This design comes from an exercise in tuning for small area on the open sky130 flow, not from production work. In this exercise RTL edits were held to simulation tests only and were not proved equivalent to the original. No driver is modelled on the clock port, so clocking that relies on it looks cheaper here than on a real chip. No activity file was given, so power comes from the tool's default toggle rates.

// display
module display(
	input wire clk,
	input wire user_btn,
	output wire [2:0] rgb_led,
	output wire digit_anode1,
	output wire digit_anode2,
	output wire digit_anode3,
	output wire digit_anode4,
	output wire segmentA,
	output wire segmentB,
	output wire segmentC,
	output wire segmentD,
	output wire segmentE,
	output wire segmentF,
	output wire segmentG
);
	wire rst = ~user_btn;
	localparam [7:0] TM = 8'haa;
	reg [7:0] ty;
	wire [7:0] tx = ty ^ TM;
	wire tick = ~|tx[6:0];
	wire tz = rst | tick;
	always @(posedge clk)
		ty <= (tz ? 8'h51 : {tx[6:0], tx[7] ^ ~(tx[0] ^ tx[1])}) ^ TM;
	reg [3:0] d;
	wire d_end = d[3] & d[2];       
	wire d_one = d == 4'd1;
	always @(posedge clk) begin
		if (rst | d_end) d <= 0;
		else d <= d + 1'b1;
	end
	reg [1:0] s;
	always @(posedge clk) begin
		if (rst) s <= 0;
		else if (d_end) s <= s + 1'b1;
	end
	reg [3:0] n0, n1y, n2, n3y;
	wire [3:0] n1 = ~n1y;
	wire [3:0] n3 = ~n3y;
	reg cf;       
	reg p;        
	reg f;        
	wire [1:0] ph = s + d[1:0];
	wire ones_ent = ph == 2'd0;
	wire thou_ent = ph == 2'd3;
	wire step = tick | p;
	wire c_in = ones_ent ? (step & ~f) : cf;
	wire n3_9 = n3[3] & n3[0];
	wire c_out = c_in & n3_9;
	wire [3:0] n3_inc = n3_9 ? 4'd0 : n3 + 1'b1;
	always @(posedge clk) begin
		if (rst) begin
			n0 <= 0; n1y <= 4'hf; n2 <= 0; n3y <= 4'hf;
			cf <= 0; p <= 0; f <= 0;
		end else begin
			n0 <= c_in ? n3_inc : n3;
			n1y <= ~n0;
			n2 <= n1;
			n3y <= ~n2;
			cf <= c_out & ~thou_ent;
			p <= step & ~ones_ent;
  ...
clock: 20.0 ns
lec_check: 0
cap_margin: 20
core_margin: 2
core_utilization: 40
slew_margin: 20
standard.sh (not shown) runs the stock make flow with config.mk's settings and CLKGATE_MAP_FILE= SYNTH_SCRIPT=/design/flow/synth_recipe.tcl, a recipe that flattens the netlist after the stock synthesis.
==> flow/flow/run.sh <==
#!/bin/bash
# Standard layout, with an area-oriented ABC script in synthesis (registers
# untouched), smaller port buffers and a smaller clock tree.
set -euo pipefail
W=$PWD
sed -e "s#SYNTH_SCRIPT=[^ ]*#SYNTH_SCRIPT=$W/flow/my_synth.tcl#" standard.sh > my_standard.sh
export MY_ABC_SCRIPT=$W/flow/area.abc
export BUFFER_PORTS_ARGS="-buffer_cell sky130_fd_sc_hd__buf_1"
export CTS_ARGS="-sink_clustering_enable -repair_clock_nets -dont_use_dummy_load -sink_clustering_size 50 -sink_clustering_max_diameter 500 -buf_list {sky130_fd_sc_hd__clkbuf_8}"
bash my_standard.sh > make_flow.log 2>&1
==> flow/flow/area.abc <==
strash
dc2
dc2
dch -f
amap
topo
==> flow/flow/my_synth.tcl <==
proc synth {args} { yosys synth -nofsm -noshare {*}$args }
proc extract_fa {args} { }
proc abc {args} {
  set out {}
  set skip 0
  foreach a $args {
    if {$skip} { set skip 0; continue }
    if {$a eq "-script" || $a eq "-D"} { set skip 1; continue }
    lappend out $a
  }
  yosys abc -script $::env(MY_ABC_SCRIPT) {*}$out
}
source $::env(SCRIPTS_DIR)/synth.tcl
# left out here: clear keep_hierarchy, flatten, clean up, hide names made inside functions, write 1_2_yosys.v
Edit:
--- a/flow/flow/run.sh
+++ b/flow/flow/run.sh
@@ -9 +9 @@
-export CTS_ARGS="-sink_clustering_enable -repair_clock_nets -dont_use_dummy_load -sink_clustering_size 50 -sink_clustering_max_diameter 500 -buf_list {sky130_fd_sc_hd__clkbuf_8}"
+export CTS_ARGS="-repair_clock_nets -dont_use_dummy_load -buf_list {sky130_fd_sc_hd__clkbuf_16}"
Effect: The changed run passed the timing, DRC and antenna checks; sequential cell count does not change; critical path depth stays the same; synthesized cell count does not change.
Edit:
--- a/flow/flow/run.sh
+++ b/flow/flow/run.sh
@@ -9 +9 @@
-export CTS_ARGS="-repair_clock_nets -dont_use_dummy_load -buf_list {sky130_fd_sc_hd__clkbuf_16}"
+export CTS_ARGS="-sink_clustering_enable -repair_clock_nets -dont_use_dummy_load -buf_list {sky130_fd_sc_hd__clkbuf_2 sky130_fd_sc_hd__clkbuf_4}"
Area after synthesis does not change. Worst setup slack degrades by 0.049 ns. Via count came out lower by about 0.9%. Sequential cell count stays the same. Hold slack gets better by 0.0089 ns. Sequential share of layout area climbs by 2.7 points. Cell count stays the same. Critical path depth rises by 1. Non-clock buffer count is unchanged.
Edit:
--- a/flow/flow/run.sh
+++ b/flow/flow/run.sh
@@ -9 +9 @@
-export CTS_ARGS="-sink_clustering_enable -repair_clock_nets -dont_use_dummy_load -buf_list {sky130_fd_sc_hd__clkbuf_2 sky130_fd_sc_hd__clkbuf_4}"
+export CTS_ARGS="-sink_clustering_enable -repair_clock_nets -dont_use_dummy_load -sink_clustering_size 20 -sink_clustering_max_diameter 200 -buf_list {sky130_fd_sc_hd__clkbuf_4}"
Effect:
- worst setup slack stays the same
- global-route usage is unchanged
- non-clock buffer count does not change
- routed wire length stays the same
- clock skew stays the same
- cell area does not change
- die area does not change


Another version of the RTL of display (not shown whole).
Size: about 150 cells after synthesis, ~35 flip-flops, roughly 16 I/O pins, ~1300 µm² of cells after synthesis.
==> flow/design.v (excerpt) <==
module display(
	input wire clk,
	input wire user_btn,
	output wire [2:0] rgb_led,
	output wire digit_anode1,
	output wire digit_anode2,
	output wire digit_anode3,
	output wire digit_anode4,
	output wire segmentA,
	output wire segmentB,
	output wire segmentC,
	output wire segmentD,
	output wire segmentE,
	output wire segmentF,
	output wire segmentG
);
	wire rst = ~user_btn;
	localparam [7:0] TM = 8'haa;
	reg [7:0] ty;
	wire [7:0] tx = ty ^ TM;
	wire t52 = ~|tx[5:2];
	wire tick = tx[6] & t52 & ~tx[1] & ~tx[0];
	wire win = ~tx[7] & ~tx[6] & t52;
	always @(posedge clk)
		ty <= ((rst | tick) ? 8'h00 : {tx[6:0], tx[7] ^ ~(tx[2] & tx[6])}) ^ TM;
	reg [3:0] d;
	wire d_end = d[3] & d[2];       
	wire d_one = d == 4'd1;
	always @(posedge clk) begin
		if (rst | d_end) d <= 0;
		else d <= d + 1'b1;
	end
	reg [1:0] s;
	always @(posedge clk) begin
		if (rst) s <= 0;
		else if (d_end) s <= s + 1'b1;
	end
	reg [3:0] n0, n1y, n2, n3y;
	reg cf;       
	wire [1:0] ph = s + d[1:0];
	wire ones_ent = ph == 2'd0;
	wire thou_ent = ph == 2'd3;
  ...
export LEC_CHECK = 0
export CAP_MARGIN = 20
export CORE_MARGIN = 2
export CORE_UTILIZATION = 40
export SLEW_MARGIN = 20
create_clock -name core_clock -period 20.0 [get_ports {clk}]
==> flow/flow/run.sh <==
#!/bin/bash
# Standard layout, with area-oriented ABC scripts in synthesis (registers
# untouched), smaller port buffers, a smaller clock tree, and one tie cell
# for the constant outputs.
set -euo pipefail
W=$PWD
sed -e "s#SYNTH_SCRIPT=[^ ]*#SYNTH_SCRIPT=$W/flow/my_synth.tcl#" standard.sh > my_standard.sh
export MY_FLOW_DIR=$W/flow
export BUFFER_PORTS_ARGS="-buffer_cell sky130_fd_sc_hd__buf_1"
export CTS_ARGS="-clk_nets clk -repair_clock_nets -dont_use_dummy_load"
export PRE_CTS_TCL=$W/flow/manual_cts.tcl
export MY_CLK_NET=clk MY_CLK_BUF=sky130_fd_sc_hd__clkbuf_8 MY_CLK_NBUF=2
export SKIP_REPAIR_TIE_FANOUT=1
bash my_standard.sh > make_flow.log 2>&1
==> flow/flow/manual_cts.tcl <==
# Drive the registers' clock pins from a few clock buffers fed by the clock
# port, split by position, instead of TritonCTS's two-level tree.
set block [ord::get_db_block]
set clknet [$block findNet $::env(MY_CLK_NET)]
set master [[ord::get_db] findMaster $::env(MY_CLK_BUF)]
set nb $::env(MY_CLK_NBUF)
set sinks {}
foreach it [$clknet getITerms] {
  set inst [$it getInst]
  lappend sinks [list [lindex [$inst getLocation] 0] $it]
}
set sinks [lsort -integer -index 0 $sinks]
set n [llength $sinks]
for {set b 0} {$b < $nb} {incr b} {
  set inst [odb::dbInst_create $block $master clkbuf_man_$b]
  set net [odb::dbNet_create $block clk_man_$b]
  $net setSigType CLOCK
  set lo [expr {$b * $n / $nb}]
  set hi [expr {($b + 1) * $n / $nb}]
  set sx 0; set sy 0
  for {set i $lo} {$i < $hi} {incr i} {
    set it [lindex [lindex $sinks $i] 1]
    set loc [[$it getInst] getLocation]
    set sx [expr {$sx + [lindex $loc 0]}]
    set sy [expr {$sy + [lindex $loc 1]}]
    $it disconnect
    $it connect $net
  }
  [$inst findITerm A] connect $clknet
  [$inst findITerm X] connect $net
  $inst setLocation [expr {$sx / ($hi - $lo)}] [expr {$sy / ($hi - $lo)}]
  $inst setPlacementStatus PLACED
}
global_connect
==> flow/flow/my_synth.tcl <==
# The standard flow's synthesis script, with the technology mapping step replaced: ABC
# maps the combinational logic with several area-oriented scripts and the
# smallest result is kept. Registers are not touched.
proc synth {args} { yosys synth -nofsm -noshare {*}$args }
proc extract_fa {args} { }
proc abc {args} {
  set out {}
  set skip 0
  foreach a $args {
    if {$skip} { set skip 0; continue }
    if {$a eq "-script" || $a eq "-D"} { set skip 1; continue }
    lappend out $a
  }
  set libs {}
  foreach lib $::env(LIB_FILES) { lappend libs -liberty $lib }
  yosys design -save pre_abc
  set best -1
  set best_script {}
  set i 0
  foreach script [lsort [glob $::env(MY_FLOW_DIR)/abc_*.script]] {
    incr i
    yosys design -load pre_abc
    yosys abc -script $script {*}$out
    set st_file $::env(RESULTS_DIR)/abc_stat.txt
    yosys tee -q -o $st_file stat {*}$libs
    set fh [open $st_file]
    set st [read $fh]
    close $fh
    regexp {Chip area for module [^:]*: ([0-9.]+)} $st -> area
    puts "MY_ABC $script area $area"
    yosys design -save abc_result_$i
    if {$best < 0 || $area < $best} {
      set best $area
      set best_script $script
      set best_i $i
    }
  }
  puts "MY_ABC best $best_script area $best"
  yosys design -load abc_result_$best_i
}
source $::env(SCRIPTS_DIR)/synth.tcl
# left out here: clear keep_hierarchy, flatten, clean up, hide names made inside functions, write 1_2_yosys.v
Other scripts of this flow, unchanged in this note and not shown: flow/flow/abc_1.script, flow/flow/abc_2.script, flow/flow/abc_3.script, flow/flow/abc_4.script, flow/flow/abc_5.script, flow/flow/abc_x08.script, flow/flow/abc_x10.script, flow/flow/abc_x11.script, flow/flow/abc_x12.script, flow/flow/abc_x22.script
Edit:
--- a/flow/flow/run.sh
+++ b/flow/flow/run.sh
@@ -10 +10 @@
-export CTS_ARGS="-clk_nets clk -repair_clock_nets -dont_use_dummy_load"
+export CTS_ARGS="-sink_clustering_enable -repair_clock_nets -dont_use_dummy_load"
@@ -12 +12 @@
-export MY_CLK_NET=clk MY_CLK_BUF=sky130_fd_sc_hd__clkbuf_8 MY_CLK_NBUF=2
+export MY_CLK_NET=clk MY_CLK_BUF=sky130_fd_sc_hd__clkbuf_4 MY_CLK_NBUF=4
--- a/flow/flow/manual_cts.tcl
+++ b/flow/flow/manual_cts.tcl
@@ -34,0 +35 @@
+set_cts_config -skip_nets $::env(MY_CLK_NET)
Result:
- The new run completed with no timing, DRC or antenna violations
- sequential share of layout area is higher by 0.75 points
- via count drops by 2.0%
- final area shrinks by about 1.4%
- register-to-register slack hardly moves
- synthesized cell count is unchanged
- first-iteration DRC count went down by about 40%
- global-route usage decreases by 0.71 points
- total power goes down by 7.7%
- combinational power barely changes
- hold slack barely changes
- die area stays the same
Edit:
--- a/flow/flow/run.sh
+++ b/flow/flow/run.sh
@@ -10 +10 @@
-export CTS_ARGS="-sink_clustering_enable -repair_clock_nets -dont_use_dummy_load"
+export CTS_ARGS="-clk_nets clk -repair_clock_nets -dont_use_dummy_load"
--- a/flow/flow/manual_cts.tcl
+++ b/flow/flow/manual_cts.tcl
@@ -35 +34,0 @@
-set_cts_config -skip_nets $::env(MY_CLK_NET)
Effect:
- via count climbs by 2.4%
- routed wire length climbs by 1.2%
- critical path depth does not change
- design area climbs by 1.7%
- global-route usage climbs by 1.3 points
- combinational power stays flat
- sequential power stays flat
Edit:
--- a/flow/flow/run.sh
+++ b/flow/flow/run.sh
@@ -3,2 +3,4 @@
-# untouched), smaller port buffers, a smaller clock tree, and one tie cell
-# for the constant outputs.
+# untouched), smaller port buffers, a clock tree of two buffers fed by the
+# clock port (manual_cts.tcl, in place of TritonCTS's tree), and one tie cell
+# for the constant outputs. Each tool's output is in orfs/logs/ and make's in
+# make_flow.log.
@@ -8,0 +11 @@
+export MY_ABC_SEEDS=45
@@ -10 +13 @@
-export CTS_ARGS="-clk_nets clk -repair_clock_nets -dont_use_dummy_load"
+export CTS_ARGS="-sink_clustering_enable -repair_clock_nets -dont_use_dummy_load"
@@ -12 +15 @@
-export MY_CLK_NET=clk MY_CLK_BUF=sky130_fd_sc_hd__clkbuf_4 MY_CLK_NBUF=4
+export MY_CLK_NET=clk MY_CLK_BUF=sky130_fd_sc_hd__clkbuf_8 MY_CLK_NBUF=2
==> flow/flow/abc_x06.script (new file) <==
strash
&get -n
&deepsyn -T 8 -S 1
&put
dch -f
map -a
topo
==> flow/flow/abc_x15.script (new file) <==
strash
&get -n
&deepsyn -T 8 -S 4
&put
dch -f
map -a
topo
==> flow/flow/abc_x16.script (new file) <==
strash
&get -n
&deepsyn -T 8 -S 5
&put
dch -f
amap
topo
==> flow/flow/abc_x17.script (new file) <==
strash
&get -n
&deepsyn -T 8 -S 5
&put
dc2
dch -f
amap
topo
==> flow/flow/abc_x19.script (new file) <==
strash
&get -n
&deepsyn -T 8 -S 6
&put
dch -f
amap
topo
--- a/flow/flow/manual_cts.tcl
+++ b/flow/flow/manual_cts.tcl
@@ -34,0 +35 @@
+set_cts_config -skip_nets $::env(MY_CLK_NET)
--- a/flow/flow/my_synth.tcl
+++ b/flow/flow/my_synth.tcl
@@ -20 +20,16 @@
-  foreach script [lsort [glob $::env(MY_FLOW_DIR)/abc_*.script]] {
+  # the fixed scripts, then deepsyn with seeds 0..MY_ABC_SEEDS-1 and two
+  # mapping tails each
+  set scripts [lsort [glob $::env(MY_FLOW_DIR)/abc_*.script]]
+  set tails [list "dch -f\namap" "dc2\ndch -f\namap"]
+  for {set sd 0} {$sd < $::env(MY_ABC_SEEDS)} {incr sd} {
+    set t 0
+    foreach tail $tails {
+      set f $::env(RESULTS_DIR)/abc_seed_${sd}_$t.script
+      set fh [open $f w]
+      puts $fh "strash\n&get -n\n&deepsyn -T 10 -S $sd\n&put\n$tail\ntopo"
+      close $fh
+      lappend scripts $f
+      incr t
+    }
+  }
+  foreach script $scripts {
Outcome:
- The changed run ran to the end with no violations
- worst setup slack improved by 0.22 ns
- combinational power falls by about 6%
- area after synthesis decreases by 0.40%
- via count stays flat
- critical path depth is lower by 1
- maximum frequency grows by 4.1%


The RTL this note starts from:
==> flow/design.v <==
module decimal_to_7segment_digit(
	input [3:0] decimal,
	output [6:0] segments
);
	assign segments[6] = (decimal[1]) | (~decimal[0] & ~decimal[2]) | (~decimal[2] & decimal[3]);  
	assign segments[5] = (decimal[0] & ~decimal[1]) | (~decimal[2]) | (decimal[0] & ~decimal[3]);  
	assign segments[4] = (decimal[0]) | (~decimal[1] & ~decimal[2]) | (decimal[1] & decimal[2]);  
	assign segments[3] = (~decimal[0] & decimal[1]) | (~decimal[0] & ~decimal[2]) | (decimal[1] & ~decimal[2]) | (decimal[1] & decimal[3]);  
	assign segments[2] = (~decimal[0] & decimal[1]) | (~decimal[0] & ~decimal[2]);  
	assign segments[1] = (~decimal[0] & ~decimal[1] & ~decimal[2]) | (~decimal[0] & decimal[1] & decimal[2]) | (decimal[3]);  
	assign segments[0] = (~decimal[0] & decimal[1]) | (decimal[1] & ~decimal[2]) | (decimal[3]);  
endmodule
module display(
	input wire clk,
	input wire user_btn,
	output wire [2:0] rgb_led,
	output wire digit_anode1,
	output wire digit_anode2,
	output wire digit_anode3,
	output wire digit_anode4,
	output wire segmentA,
	output wire segmentB,
	output wire segmentC,
	output wire segmentD,
	output wire segmentE,
	output wire segmentF,
	output wire segmentG
);
	wire rst = ~user_btn;
	localparam [7:0] TM = 8'haa;
	reg [7:0] ty;
	wire [7:0] tx = ty ^ TM;
	wire t52 = ~|tx[5:2];
	wire tick = tx[6] & t52 & ~tx[1] & ~tx[0];
	wire win = ~tx[7] & ~tx[6] & t52;
	always @(posedge clk)
		ty <= ((rst | tick) ? 8'h00 : {tx[6:0], tx[7] ^ ~(tx[2] & tx[6])}) ^ TM;
	reg [3:0] d;
	wire d_end = d[3] & d[2];       
	wire d_one = d == 4'd1;
	always @(posedge clk) begin
		if (rst | d_end) d <= 0;
		else d <= d + 1'b1;
	end
	reg [1:0] s;
	always @(posedge clk) begin
		if (rst) s <= 0;
		else if (d_end) s <= s + 1'b1;
	end
	reg [3:0] n0, n1y, n2, n3y;
	reg cf;       
	wire [1:0] ph = s + d[1:0];
	wire ones_ent = ph == 2'd0;
	wire thou_ent = ph == 2'd3;
	wire n0_9 = (n0[0] & n0[3]);
	wire n1_9 = (~n1y[0] & ~n1y[3]);
	wire n2_9 = (n2[0] & n2[3]);
	wire n3_9 = (~n3y[0] & ~n3y[3]);
	wire n0_10 = (n0[1] & n0[3]);
	wire lower9 = (ph == 2'd0) | (n0_9 & ((ph == 2'd1) | (n1_9 & ((ph == 2'd2) | n2_9))));
	wire wrap = ones_ent & (tick | win) & n0_10 & ~n3_9;
	wire c_in = tick ? (lower9 & ~wrap) : (win & (ones_ent ? ~wrap : cf));
	wire c_out = c_in & n3_9;
	wire [3:0] n3_inc;
	assign n3_inc[0] = (n3y[0] & n3y[1]) | (n3y[0] & n3y[3]);
	assign n3_inc[1] = (n3y[0] & ~n3y[1] & n3y[3]) | (~n3y[0] & n3y[1] & n3y[3]) | (~n3y[0] & n3y[1] & thou_ent);
	assign n3_inc[2] = (n3y[0] & ~n3y[2]) | (n3y[1] & ~n3y[2]) | (~n3y[0] & ~n3y[1] & n3y[2]);
	assign n3_inc[3] = (~n3y[0] & ~n3y[1] & ~n3y[2]) | (n3y[0] & n3y[1] & ~n3y[3]) | (~n3y[0] & ~n3y[3] & thou_ent);
	always @(posedge clk) begin
		if (rst) begin
			n0 <= 4'h0; n2 <= 4'h0; n3y <= 4'h5;
			cf <= 0;
		end else begin
			n0 <= c_in ? n3_inc : ~n3y;
			n2 <= ~n1y;
			n3y <= ~n2;
			cf <= c_out & ~thou_ent;
		end
		if (rst | wrap) n1y <= 4'hf;
		else n1y <= ~n0;
	end
	wire [3:0] sample;
	assign sample[0] = (n0[0]) | (~n0[1] & n0[2]);
	assign sample[1] = (n0[0] & n0[2]) | (n0[1] & ~n0[3]);
	assign sample[2] = (n0[2]);
	assign sample[3] = (~n0[1] & n0[2]) | (~n0[1] & n0[3]);
	reg [3:0] l;
	always @(posedge clk) begin
		if (rst) l <= 4'h4;
		else if (d_one) l <= sample;
	end
	wire [6:0] seg;
	decimal_to_7segment_digit conv (l, seg);
	assign rgb_led = 3'b111;
	assign digit_anode4 = ~(s == 2'd0);
	assign digit_anode3 = ~(s == 2'd1);
	assign digit_anode2 = ~(s == 2'd2);
	assign digit_anode1 = ~(s == 2'd3);
	assign {segmentA, segmentB, segmentC, segmentD, segmentE, segmentF, segmentG} = seg;
endmodule
==> flow/config.mk <==
export PLATFORM = sky130hd
export DESIGN_NAME = display
export DESIGN_NICKNAME = display
export VERILOG_FILES = /design/flow/design.v
export SDC_FILE = /design/flow/constraint.sdc
export NUM_CORES = 4
export LEC_CHECK = 0
export CAP_MARGIN = 20
export CORE_MARGIN = 2
export CORE_UTILIZATION = 40
export SLEW_MARGIN = 20
==> flow/constraint.sdc <==
create_clock -name core_clock -period 20.0 [get_ports {clk}]
set_input_delay 4.0000 -clock core_clock [delete_from_list [all_inputs] [get_ports {clk}]]
set_output_delay 4.0000 -clock core_clock [all_outputs]
set_load 0.01 [all_outputs]
==> flow/flow/run.sh <==
#!/bin/bash
# Standard layout, with area-oriented ABC scripts in synthesis (registers
# untouched), smaller port buffers, a clock tree of two buffers fed by the
# clock port (manual_cts.tcl, in place of TritonCTS's tree), and one tie cell
# for the constant outputs. Each tool's output is in orfs/logs/ and make's in
# make_flow.log.
set -euo pipefail
W=$PWD
sed -e "s#SYNTH_SCRIPT=[^ ]*#SYNTH_SCRIPT=$W/flow/my_synth.tcl#" standard.sh > my_standard.sh
export MY_FLOW_DIR=$W/flow
export MY_ABC_SEEDS=20
export BUFFER_PORTS_ARGS="-buffer_cell sky130_fd_sc_hd__buf_1"
export CTS_ARGS="-sink_clustering_enable -repair_clock_nets -dont_use_dummy_load"
export PRE_CTS_TCL=$W/flow/manual_cts.tcl
export MY_CLK_NET=clk MY_CLK_BUF=sky130_fd_sc_hd__clkbuf_8 MY_CLK_NBUF=2
export SKIP_REPAIR_TIE_FANOUT=1
bash my_standard.sh > make_flow.log 2>&1
==> flow/flow/abc_x06.script <==
strash
&get -n
&deepsyn -T 8 -S 1
&put
dch -f
map -a
topo
==> flow/flow/abc_x15.script <==
strash
&get -n
&deepsyn -T 8 -S 4
&put
dch -f
map -a
topo
==> flow/flow/abc_x16.script <==
strash
&get -n
&deepsyn -T 8 -S 5
&put
dch -f
amap
topo
==> flow/flow/abc_x17.script <==
strash
&get -n
&deepsyn -T 8 -S 5
&put
dc2
dch -f
amap
topo
==> flow/flow/abc_x19.script <==
strash
&get -n
&deepsyn -T 8 -S 6
&put
dch -f
amap
topo
==> flow/flow/manual_cts.tcl <==
# Drive the registers' clock pins from a few clock buffers fed by the clock
# port, split by position, instead of TritonCTS's two-level tree.
set block [ord::get_db_block]
set clknet [$block findNet $::env(MY_CLK_NET)]
set master [[ord::get_db] findMaster $::env(MY_CLK_BUF)]
set nb $::env(MY_CLK_NBUF)
set sinks {}
foreach it [$clknet getITerms] {
  set inst [$it getInst]
  lappend sinks [list [lindex [$inst getLocation] 0] $it]
}
set sinks [lsort -integer -index 0 $sinks]
set n [llength $sinks]
for {set b 0} {$b < $nb} {incr b} {
  set inst [odb::dbInst_create $block $master clkbuf_man_$b]
  set net [odb::dbNet_create $block clk_man_$b]
  $net setSigType CLOCK
  set lo [expr {$b * $n / $nb}]
  set hi [expr {($b + 1) * $n / $nb}]
  set sx 0; set sy 0
  for {set i $lo} {$i < $hi} {incr i} {
    set it [lindex [lindex $sinks $i] 1]
    set loc [[$it getInst] getLocation]
    set sx [expr {$sx + [lindex $loc 0]}]
    set sy [expr {$sy + [lindex $loc 1]}]
    $it disconnect
    $it connect $net
  }
  [$inst findITerm A] connect $clknet
  [$inst findITerm X] connect $net
  $inst setLocation [expr {$sx / ($hi - $lo)}] [expr {$sy / ($hi - $lo)}]
  $inst setPlacementStatus PLACED
}
global_connect
set_cts_config -skip_nets $::env(MY_CLK_NET)
==> flow/flow/my_synth.tcl <==
# The standard flow's synthesis script, with the technology mapping step replaced: ABC
# maps the combinational logic with several area-oriented scripts and the
# smallest result is kept. Registers are not touched.
proc synth {args} { yosys synth -nofsm -noshare {*}$args }
proc extract_fa {args} { }
proc abc {args} {
  set out {}
  set skip 0
  foreach a $args {
    if {$skip} { set skip 0; continue }
    if {$a eq "-script" || $a eq "-D"} { set skip 1; continue }
    lappend out $a
  }
  set libs {}
  foreach lib $::env(LIB_FILES) { lappend libs -liberty $lib }
  yosys design -save pre_abc
  set best -1
  set best_script {}
  set i 0
  # the fixed scripts, then deepsyn with seeds 0..MY_ABC_SEEDS-1 and two
  # mapping tails each
  set scripts [lsort [glob $::env(MY_FLOW_DIR)/abc_*.script]]
  set tails [list "dch -f\namap" "dc2\ndch -f\namap"]
  for {set sd 0} {$sd < $::env(MY_ABC_SEEDS)} {incr sd} {
    set t 0
    foreach tail $tails {
      set f $::env(RESULTS_DIR)/abc_seed_${sd}_$t.script
      set fh [open $f w]
      puts $fh "strash\n&get -n\n&deepsyn -T 10 -S $sd\n&put\n$tail\ntopo"
      close $fh
      lappend scripts $f
      incr t
    }
  }
  foreach script $scripts {
    incr i
    yosys design -load pre_abc
    yosys abc -script $script {*}$out
    set st_file $::env(RESULTS_DIR)/abc_stat.txt
    yosys tee -q -o $st_file stat {*}$libs
    set fh [open $st_file]
    set st [read $fh]
    close $fh
    regexp {Chip area for module [^:]*: ([0-9.]+)} $st -> area
    puts "MY_ABC $script area $area"
    yosys design -save abc_result_$i
    if {$best < 0 || $area < $best} {
      set best $area
      set best_script $script
      set best_i $i
    }
  }
  puts "MY_ABC best $best_script area $best"
  yosys design -load abc_result_$best_i
}
source $::env(SCRIPTS_DIR)/synth.tcl
# left out here: clear keep_hierarchy, flatten, clean up, hide names made inside functions, write 1_2_yosys.v
Other scripts of this flow, unchanged in this note and not shown: flow/flow/abc_1.script, flow/flow/abc_2.script, flow/flow/abc_3.script, flow/flow/abc_4.script, flow/flow/abc_5.script, flow/flow/abc_x08.script, flow/flow/abc_x10.script, flow/flow/abc_x11.script, flow/flow/abc_x12.script, flow/flow/abc_x22.script
The baseline finished clean.
Rerun with:
--- a/flow/flow/run.sh
+++ b/flow/flow/run.sh
@@ -3,4 +3,2 @@
-# untouched), smaller port buffers, a clock tree of two buffers fed by the
-# clock port (manual_cts.tcl, in place of TritonCTS's tree), and one tie cell
-# for the constant outputs. Each tool's output is in orfs/logs/ and make's in
-# make_flow.log.
+# untouched), smaller port buffers, a smaller clock tree, and one tie cell
+# for the constant outputs.
@@ -11 +8,0 @@
-export MY_ABC_SEEDS=20
--- a/flow/flow/my_synth.tcl
+++ b/flow/flow/my_synth.tcl
@@ -20,16 +20 @@
-  # the fixed scripts, then deepsyn with seeds 0..MY_ABC_SEEDS-1 and two
-  # mapping tails each
-  set scripts [lsort [glob $::env(MY_FLOW_DIR)/abc_*.script]]
-  set tails [list "dch -f\namap" "dc2\ndch -f\namap"]
-  for {set sd 0} {$sd < $::env(MY_ABC_SEEDS)} {incr sd} {
-    set t 0
-    foreach tail $tails {
-      set f $::env(RESULTS_DIR)/abc_seed_${sd}_$t.script
-      set fh [open $f w]
-      puts $fh "strash\n&get -n\n&deepsyn -T 10 -S $sd\n&put\n$tail\ntopo"
-      close $fh
-      lappend scripts $f
-      incr t
-    }
-  }
-  foreach script $scripts {
+  foreach script [lsort [glob $::env(MY_FLOW_DIR)/abc_*.script]] {
removed: flow/flow/abc_x06.script
removed: flow/flow/abc_x15.script
removed: flow/flow/abc_x16.script
removed: flow/flow/abc_x17.script
removed: flow/flow/abc_x19.script
Effect:
- The changed run finished clean
- core utilization came out higher by 0.25 points
- final area increases by 1.4%
- synthesized cell count grows by 1.4%
- die area goes up by 0.38%
- total power went up by 0.74%
Rerun with:
--- a/flow/flow/run.sh
+++ b/flow/flow/run.sh
@@ -10,3 +10 @@
-export CTS_ARGS="-sink_clustering_enable -repair_clock_nets -dont_use_dummy_load"
-export PRE_CTS_TCL=$W/flow/manual_cts.tcl
-export MY_CLK_NET=clk MY_CLK_BUF=sky130_fd_sc_hd__clkbuf_8 MY_CLK_NBUF=2
+export CTS_ARGS="-sink_clustering_enable -repair_clock_nets -dont_use_dummy_load -buf_list {sky130_fd_sc_hd__clkbuf_2 sky130_fd_sc_hd__clkbuf_4}"
removed: flow/flow/manual_cts.tcl
Effect: The new run went through all stages and came out clean; worst setup slack gains 120 ps; cell area goes up by 0.74%; cell count went up by 1.5%; total power grows by 4.9%; sequential power stays flat; critical path depth grows by 1; core utilization grows by 0.33 points; area after synthesis stays the same; wire length came out higher by 2.6%; hold slack loses 12 ps.

-- static timing again, ports no longer ideal --
Ports are ideal in the flow. The routed layouts listed here were re-timed in OpenROAD.
Step 1 sets driving cells, clkbuf_16 on the clock port and buf_2 on the other inputs (assumed; they add their load-dependent delay and slew).
Step 2 also shifts input and output timing later by t, the mid clock arrival at the registers, as if the neighbouring blocks saw the same clock.
Slacks: ideal ports / drivers / drivers and shift; pairs: ideal ports / drivers.
| run | t, ns | setup slack, ns | worst slew at a driven data input, ns |
|---|---|---|---|
| the first run of note 1 | 0.307 | 14.575 / 14.553 / 14.267 | 0.03 |
| the second run of note 1 | 0.300 | 14.562 / 14.563 / 14.267 | 0.03 |
| the third run of note 1 | 0.355 | 14.513 / 14.491 / 14.260 | 0.03 |
| the fourth run of note 1 | 0.355 | 14.513 / 14.491 / 14.260 | 0.03 |
| the first run of note 2 | 0.424 | 14.354 / 14.333 / 14.066 | 0.03 |
| the second run of note 2 | 0.190 | 14.230 / 14.243 / 14.053 | 0.03 |
| the third run of note 2 | 0.432 | 14.350 / 14.329 / 14.064 | 0.03 |
| the fourth run of note 2 | 0.186 | 14.571 / 14.579 / 14.393 | 0.03 |
| the first run of note 3 | 0.186 | 14.571 / 14.579 / 14.393 | 0.03 |
| the second run of note 3 | 0.189 | 14.254 / 14.262 / 14.073 | 0.03 |
| the third run of note 3 | 0.345 | 14.379 / 14.375 / 14.030 | 0.03 |
After both steps every run listed still meets setup and hold. The setup slack of the third run of note 3, which loses most, moves by -0.004 ns with the drivers and by -0.349 ns with both steps.
